From an optimization exercise on the open Yosys and OpenROAD flow, aimed at small area and a short achievable clock period; shortcuts taken in it are not production practice.
In this exercise RTL edits were held to simulation tests only and were not proved equivalent to the original.
The flow treats the clock pin as an ideal source, which a real chip does not have.
Power is estimated from default activity; no workload was simulated.

==> design/flow/design.v <==
module axi_stream_insert_header #(
    parameter DATA_WD = 128,
    parameter DATA_BYTE_WD = DATA_WD / 8
) (
    input clk,
    input rst_n,
    input valid_in,
    input [DATA_WD-1 : 0] data_in,
    input [DATA_BYTE_WD-1 : 0] keep_in,
    input last_in,
    output reg ready_in,
    output reg valid_out,
    output reg [DATA_WD-1 : 0] data_out,
    output reg [DATA_BYTE_WD-1 : 0] keep_out,
    output reg last_out,
    input ready_out,
    input valid_insert,
    input [DATA_WD-1 : 0] header_insert,
    input [DATA_BYTE_WD-1 : 0] keep_insert,
    output reg ready_insert
);
function integer clog2;
input integer n;
begin
    for (clog2 = 0; n > 0; clog2 = clog2 + 1)
        n = n >> 1;
end
endfunction
localparam BW = DATA_BYTE_WD;
localparam ZW = clog2(BW - 1);
function hz_ge;
    input [BW-1:0] keep;
    input integer k;
begin
    if (k <= 0)
        hz_ge = 1'b1;
    else if (k >= BW)
        hz_ge = 1'b0;
    else
        hz_ge = ~keep[BW-k];
end
endfunction
function [ZW-1:0] therm_zeros;
    input [BW-1:0] keep;
    integer i, m;
    reg acc;
begin
    for (i = 0; i < ZW; i = i + 1) begin
        acc = 1'b0;
        for (m = (1 << i); m < BW; m = m + (2 << i))
            acc = acc | (hz_ge(keep, m) & ~hz_ge(keep, m + (1 << i)));
        therm_zeros[i] = acc;
    end
end
endfunction
reg [DATA_WD-1:0] prev;         
reg [ZW-1:0] hz;                
reg pend;                       
reg rin;                        
wire start = ~rin & ~valid_out & ready_out & valid_insert & valid_in;
wire [2*DATA_WD-1:0] win0 = {prev, data_in};
wire [2*DATA_WD-1:0] win1 = hz[3] ? {win0[2*DATA_WD-1-64:0], 64'b0} : win0;
wire [2*DATA_WD-1:0] win2 = hz[2] ? {win1[2*DATA_WD-1-32:0], 32'b0} : win1;
wire [2*DATA_WD-1:0] win3 = hz[1] ? {win2[2*DATA_WD-1-16:0], 16'b0} : win2;
wire [2*DATA_WD-1:0] win4 = hz[0] ? {win3[2*DATA_WD-1-8:0], 8'b0} : win3;
wire [BW-1:0] kin = {1'b1, keep_in[BW-2:0]};
wire [BW:0] hz_at;
genvar g;
generate
    for (g = 0; g <= BW; g = g + 1) begin : g_hz_at
        assign hz_at[g] = (hz >= g);
    end
endgenerate
function fz_ge;
    input [BW-1:0] keep;
    input integer m;
begin
    if (m <= 0)
        fz_ge = 1'b1;
    else if (m >= BW)
        fz_ge = 1'b0;
    else
        fz_ge = ~keep[m-1];
end
endfunction
function [ZW-1:0] fz_of;
    input [BW-1:0] keep;
    integer i, m;
    reg acc;
begin
    for (i = 0; i < ZW; i = i + 1) begin
        acc = 1'b0;
        for (m = (1 << i); m < BW; m = m + (2 << i))
            acc = acc | (fz_ge(keep, m) & ~fz_ge(keep, m + (1 << i)));
        fz_of[i] = acc;
    end
end
endfunction
reg [ZW-1:0] fzd;               
wire [ZW-1:0] tz = hz + fzd;    
reg [BW-1:0] keep_cur;
reg spill;
integer b, k;
always @(*) begin
    for (b = 0; b < BW; b = b + 1) begin
        keep_cur[b] = 1'b1;
        for (k = b + 1; k < BW; k = k + 1)
            keep_cur[b] = keep_cur[b] & (~hz_at[k] | kin[b+BW-k]);
    end
    spill = 1'b1;
    for (k = 1; k < BW; k = k + 1)
        spill = spill & (~hz_at[k] | kin[BW-1-k]);
end
always @(posedge clk or negedge rst_n) begin
    if (~rst_n) begin
        ready_in <= 1'b0;
        rin <= 1'b0;
        ready_insert <= 1'b0;
        valid_out <= 1'b0;
        pend <= 1'b0;
    end
    else begin
        ready_in <= start | (ready_in & ~last_in);
        rin <= start | (rin & ~last_in);
        ready_insert <= start;
        valid_out <= rin | pend;
        pend <= rin & last_in & spill;
    end
end
always @(posedge clk) begin
    if (~rin & ~valid_out)
        hz <= therm_zeros(keep_insert);
    prev <= rin ? data_in : header_insert;
    data_out <= win4[2*DATA_WD-1:DATA_WD];
    fzd <= fz_of(keep_in);
    keep_out <= pend ? ({BW{1'b1}} << tz) : keep_cur;
    last_out <= pend | (rin & last_in & ~spill);
end
endmodule
==> design/flow/flow/run.sh <==
#!/bin/bash
# The standard ORFS layout (the standard.sh), with these changes made through
# ORFS's own hooks and variables:
#  - synthesis is the standard synthesis with an area-oriented ABC mapping
#    script (synth_abc.tcl, abc_map.script)
#  - the port buffers are buf_1 cells; the output ones become buf_2 after global
#    placement (post_gp.tcl)
#  - clock tree synthesis without dummy loads, from clkbuf_8 cells in larger clusters
#  - repair_timing after CTS and after global routing aims at a setup slack of
#    FLOW_FLOW_MARGIN ns (margin.tcl)
set -euo pipefail
here=$(pwd)
export FLOW_STD_SYNTH="$here/synth_recipe.tcl"
export FLOW_ABC_SCRIPT="$here/flow/abc_map.script"
export FLOW_FLOW_MARGIN=10.1
export BUFFER_PORTS_ARGS="-buffer_cell sky130_fd_sc_hd__buf_1"
export POST_GLOBAL_PLACE_TCL="$here/flow/post_gp.tcl"
export CTS_ARGS="-sink_clustering_enable -repair_clock_nets -dont_use_dummy_load -buf_list sky130_fd_sc_hd__clkbuf_8 -sink_clustering_size 16 -sink_clustering_max_diameter 60"
export PRE_CTS_TCL="$here/flow/margin.tcl"
export PRE_GLOBAL_ROUTE_TCL="$here/flow/margin.tcl"
bash standard.sh SYNTH_SCRIPT="$here/flow/synth_abc.tcl" finish > standard_flow.log 2>&1
==> design/flow/flow/abc_map.script <==
&get -n
&st
&dch
&nf
&put
==> design/flow/flow/margin.tcl <==
# Have this step's repair_timing aim at a setup slack of FLOW_FLOW_MARGIN ns
# instead of the configured margin, so that the paths that set the achieved
# period get sized and buffered as critical paths.
set ::env(SETUP_SLACK_MARGIN) $::env(FLOW_FLOW_MARGIN)
==> design/flow/flow/post_gp.tcl <==
# Give the output ports a stronger buffer than the buf_1 that buffer_ports inserted.
set out_buf sky130_fd_sc_hd__buf_2
set n 0
foreach bterm [[ord::get_db_block] getBTerms] {
  if {[$bterm getIoType] != "OUTPUT"} { continue }
  set net [$bterm getNet]
  if {$net == "NULL"} { continue }
  foreach iterm [$net getITerms] {
    if {![$iterm isOutputSignal]} { continue }
    set inst [$iterm getInst]
    if {[[$inst getMaster] getName] == "sky130_fd_sc_hd__buf_1"} {
      replace_cell [get_cells [$inst getName]] [get_lib_cells $out_buf]
      incr n
    }
  }
}
puts "post_gp.tcl: $n output buffers now $out_buf"
==> design/flow/flow/synth_abc.tcl <==
# The standard synthesis (synth_recipe.tcl, sourced below), with one change:
# ABC maps the logic with flow/abc_map.script (an area-oriented &nf mapping)
# instead of ORFS's abc_speed.script. Flip-flops are mapped before ABC runs, so
# the registers, their names and cell types are those of the standard synthesis.
proc abc {args} {
  set i [lsearch -exact $args -script]
  if {$i >= 0} {
    lset args [expr {$i + 1}] $::env(FLOW_ABC_SCRIPT)
  }
  yosys abc {*}$args
}
source $::env(FLOW_STD_SYNTH)
==> design/flow/standard.sh <==
#!/bin/bash
# synth_recipe.tcl (not shown) runs the flow's synth.tcl, then flattens the netlist and writes it again
# the make line also repeats each setting of config.mk as NAME=value (left out here)
make -C /OpenROAD-flow-scripts/flow DESIGN_CONFIG=/design/flow/config.mk WORK_HOME=/design/flow/orfs CLKGATE_MAP_FILE= SYNTH_SCRIPT=/design/flow/synth_recipe.tcl "${@:-finish}"
==> design/flow/config.mk <==
export PLATFORM = sky130hd
export DESIGN_NAME = axi_stream_insert_header
export DESIGN_NICKNAME = axi_stream_insert_header
export VERILOG_FILES = /design/flow/design.v
export SDC_FILE = /design/flow/constraint.sdc
export NUM_CORES = 4
export LEC_CHECK = 0
export CAP_MARGIN = 20
export CORE_MARGIN = 2
export CORE_UTILIZATION = 50
export SETUP_SLACK_MARGIN = 1.0
export SLEW_MARGIN = 20
==> design/flow/constraint.sdc <==
create_clock -name core_clock -period 14.0 [get_ports {clk}]
set_input_delay 2.8000 -clock core_clock [delete_from_list [all_inputs] [get_ports {clk}]]
set_output_delay 2.8000 -clock core_clock [all_outputs]
set_load 0.01 [all_outputs]
==> key figures <==
GRT
  – Grt ovf: 0
  – First-pass GRT wire length: 68,400 um
  – Vias in the first global route: 12,250
  – Total GRT Usage: 30.06%
  – Pin count of the biggest net entering global routing: 200
  – Initial antenna violation count: 1

Finish
  – N_diodes: 0
  – Most common cell after layout, fill and taps aside: buf_1
  – Fin cells: 2,267
  – Most frequent cells in the layout: buf_1 (289), dfxtp_1 (243), mux2_1 (240)
  – # nets final: 2,189
  – Share of layout cells above drive strength 1: 13.45%
  – Layout area overhead: 21.96%

Critical path
  – Req. time, crit path: 11.20 ns
  – Worst path top cell family by delay: flip-flops
  – CP bufs+invs: 1
  – CP startpoint kind: flip-flop
  – Worst path cell trace: buf_6
  – Critical-path top delay cell: dfxtp_2
  – Setup Crit Path Kind: flip-flop to output port
  – Worst Path Max Fanout: 1
  – Critical Path AT: 1.11 ns
  – Worst setup EP type: output port
  – Max incr delay on CP: 0.38 ns

Synth
  – Unique masters post-synth: 44
  – Yosys warns: 1
  – Mean Syn Cell Area: 9.930 sq um
  – FFs w/ async S/R, synth: 1.754%
  – Number of synthesized flops with an enable pin: 4
  – Cell area after synthesis: 13,960 sq um
  – Synth Register Bits: 285
  – Syn Nets: 1,704
  – Sequential area share after synthesis: 41.33%
  – Mapped Cells: 1,406
  – Top_reg_cell synth: dfxtp_1

STA
  – Fin crit period: 3.910 ns
  – Min setup slack post-route: 10.09 ns
  – Fmax: 0.2558 GHz
  – Relative max-transition margin: 26.02%
  – # setup viols final: 0
  – Worst-Margin Slew: 1.105 ns
  – RSZ-0062 raised after global routing: yes
  – Setup_tns: 0 ns
  – Fin. Hold Viols: 0
  – Max Slew Vio Count: 0
  – Part of the cycle the worst path needs: 27.93%
  – Worst clock skew: 0.08464 ns

Floorplan
  – Die Span Y: 171.1 um
  – Site Rows: 61
  – Top-Level Pins: 442
  – Die area: 29,280 sq um
  – Die Width: 171.1 um
  – Starting density of the core: 50.53%
  – Core region area: 27,630 sq um

Run status
  – Status: finished clean

Routing
  – Vias/cell: 5.692
  – DR iter-0 viols: 933
  – Final antenna-violating net count: 0
  – Number of detailed-route iterations in the first pass: 6
  – Avg WL per Cell: 20.26 um
  – DRC: 0
  – Final WL: 45,930 um
  – Via count: 12,903

Clocking
  – Cts hold-fix bufs: 0
  – Total CTS buffers: 28
  – Reg clk slew, reported paths: 0.10 ns
  – CTS tree: built
  – Worst-skew pair later-pin latency: 0.61 ns
  – Clock Sinks: 285

Placement
  – Placed Cells: 2,238
  – DP Worst Slack: 9.260 ns
  – Hpwl dp: 32,260 um
  – PortBufs: 438

Min path
  – Hold WC Path Type: flip-flop to flip-flop

Power and ir drop
  – Pleak: 6.982 nW
  – Maximum VDD drop: 0.06473 mV
  – Pwr/cell area: 128.1 nW/um^2

Run
  – Max Cap Viol: 0
==> cell type report <==
class                      count  area, sq um
inverter                      45        171.4
fill                        2555        10600
tap                          378        473.0
sequential                   285         5818
timing repair buffer         455         2121
multi-input combinational   1076         8058
clock buffer                  28        385.4
==> through the flow <==
step	utilization (%)	power (mW)	area, sq um	hold WS, ns
after floorplan	-	1.470	13960	0.4904
after global placement	58.78	1.686	16240	0.5080
after detailed placement	59.45	1.713	16420	0.5069
after CTS	61.38	2.180	16960	0.5183
after global routing	61.62	2.304	17030	0.5547
final	61.62	2.181	17030	0.5135
==> power by group <==
part / internal, mW / total (mW) / switching [mW] / leakage [nW]
clock: 0.177 / 0.447 / 0.270 / 0.201
combinational: 0.313 / 0.725 / 0.412 / 4.35
sequential: 0.950 / 1.01 / 0.0592 / 2.43
total: 1.44 / 2.18 / 0.742 / 6.98
==> path summary, 6_finish.rpt <==
kind                       cells past startpoint         start      endpoint  slack (ns)
max                                            1  data_out[60]  data_out[60]       10.09
min                                            2      ready_in      ready_in        0.51
max reg2reg                                    8         hz[2]      last_out       10.58
min reg2reg                                    2      ready_in      ready_in        0.51
max in group asynchronous                      1         rst_n           rin       11.66
min in group asynchronous                      1         rst_n          pend        2.07
==> metal layers <==
| metal | global-route usage [%] | up-vias | part of all wire (%) |
|---|---|---|---|
| li1 | - | 6281 | - |
| met1 | 39.12 | 5992 | 42 |
| met2 | 49.42 | 533 | 46 |
| met3 | 6.616 | 95 | 8.6 |
| met4 | 10.17 | 2 | 3.4 |
| met5 | 0 | - | 0.028 |
==> cells by family (layout without fill, tap and decap cells) <==
group           Yosys count  in the layout  share of synthesized area, %
compound gates          378            378                         16.82
xor+xnor                  4              4                        0.2510
fa+ha+maj                 4              4                        0.4123
buf+inv                  46            528                         1.264
flops                   285            285                         41.33
mux                     379            379                         30.85
other cells               1              1                       0.02686
simple gates            309            310                         9.043
==> synth_stat cells (3+ instances only) <==
| cell type | number | area (sq um) |
|---|---|---|
| o22a_1 | 13 | 113.9 |
| nand2_1 | 114 | 427.9 |
| a22oi_1 | 15 | 112.6 |
| a221o_1 | 9 | 90.09 |
| or2_0 | 3 | 18.77 |
| o21ai_0 | 134 | 670.6 |
| nand2b_1 | 3 | 18.77 |
| o221ai_1 | 10 | 87.58 |
| clkinv_1 | 45 | 168.9 |
| ha_1 | 3 | 37.54 |
| a222oi_1 | 14 | 140.1 |
| dfxtp_1 | 276 | 5525 |
| a21oi_1 | 99 | 495.5 |
| nor4_1 | 5 | 31.28 |
| nor2_1 | 153 | 574.3 |
| mux2i_1 | 122 | 1221 |
| nor2b_1 | 4 | 25.02 |
| nor3b_1 | 8 | 60.06 |
| dfrtp_1 | 5 | 125.1 |
| or4_1 | 3 | 22.52 |
| nor3_1 | 13 | 65.06 |
| mux4_2 | 17 | 382.9 |
| edfxtp_1 | 4 | 120.1 |
| a221oi_1 | 34 | 297.8 |
| mux2_1 | 240 | 2703 |
| o22ai_1 | 32 | 200.2 |
| a31oi_1 | 3 | 18.77 |
==> state kept, by name, summed over array words and instances (netlist names) <==
| name | count |
|---|---|
| ready_in | 1 |
| last_out | 1 |
| rin | 1 |
| fzd | 4 |
| valid_out | 1 |
| keep_out | 15 |
| pend | 1 |
| ready_insert | 1 |
| prev | 128 |
| hz | 4 |
| data_out | 128 |
==> what timing repair did <==
action	CTS	global route
pin swaps	1	0
endpoints found under the setup margin	57	34
gates resized for setup	45	30
buffers inserted	0	0
cloned	1	0

==> afterwards: timing with drivers on the ports <==
In the flow no input, the clock included, has a driving cell. The finished layout below was timed again as built, in two steps.
Step 1 assumes that a clkbuf_16 drives the clock port and a buf_2 every other input.
Step 2 adds t to the input delays and takes it off the output delays; t is the mean of the earliest and latest rising clock arrival at the registers after step 1. Input paths then give back, and output paths get back, about the clock's delay inside the block.
Slacks: ideal ports / drivers / drivers and shift; pairs: ideal ports / drivers.
shift t [ns]: 0.618
setup WS [ns]: 10.090 / 10.042 / 9.551
worst data-port slew with drivers (ns): 0.10
After both steps setup and hold are still met in this run. For this run, drivers alone change the setup slack by -0.048 ns; drivers and shift together by -0.539 ns.
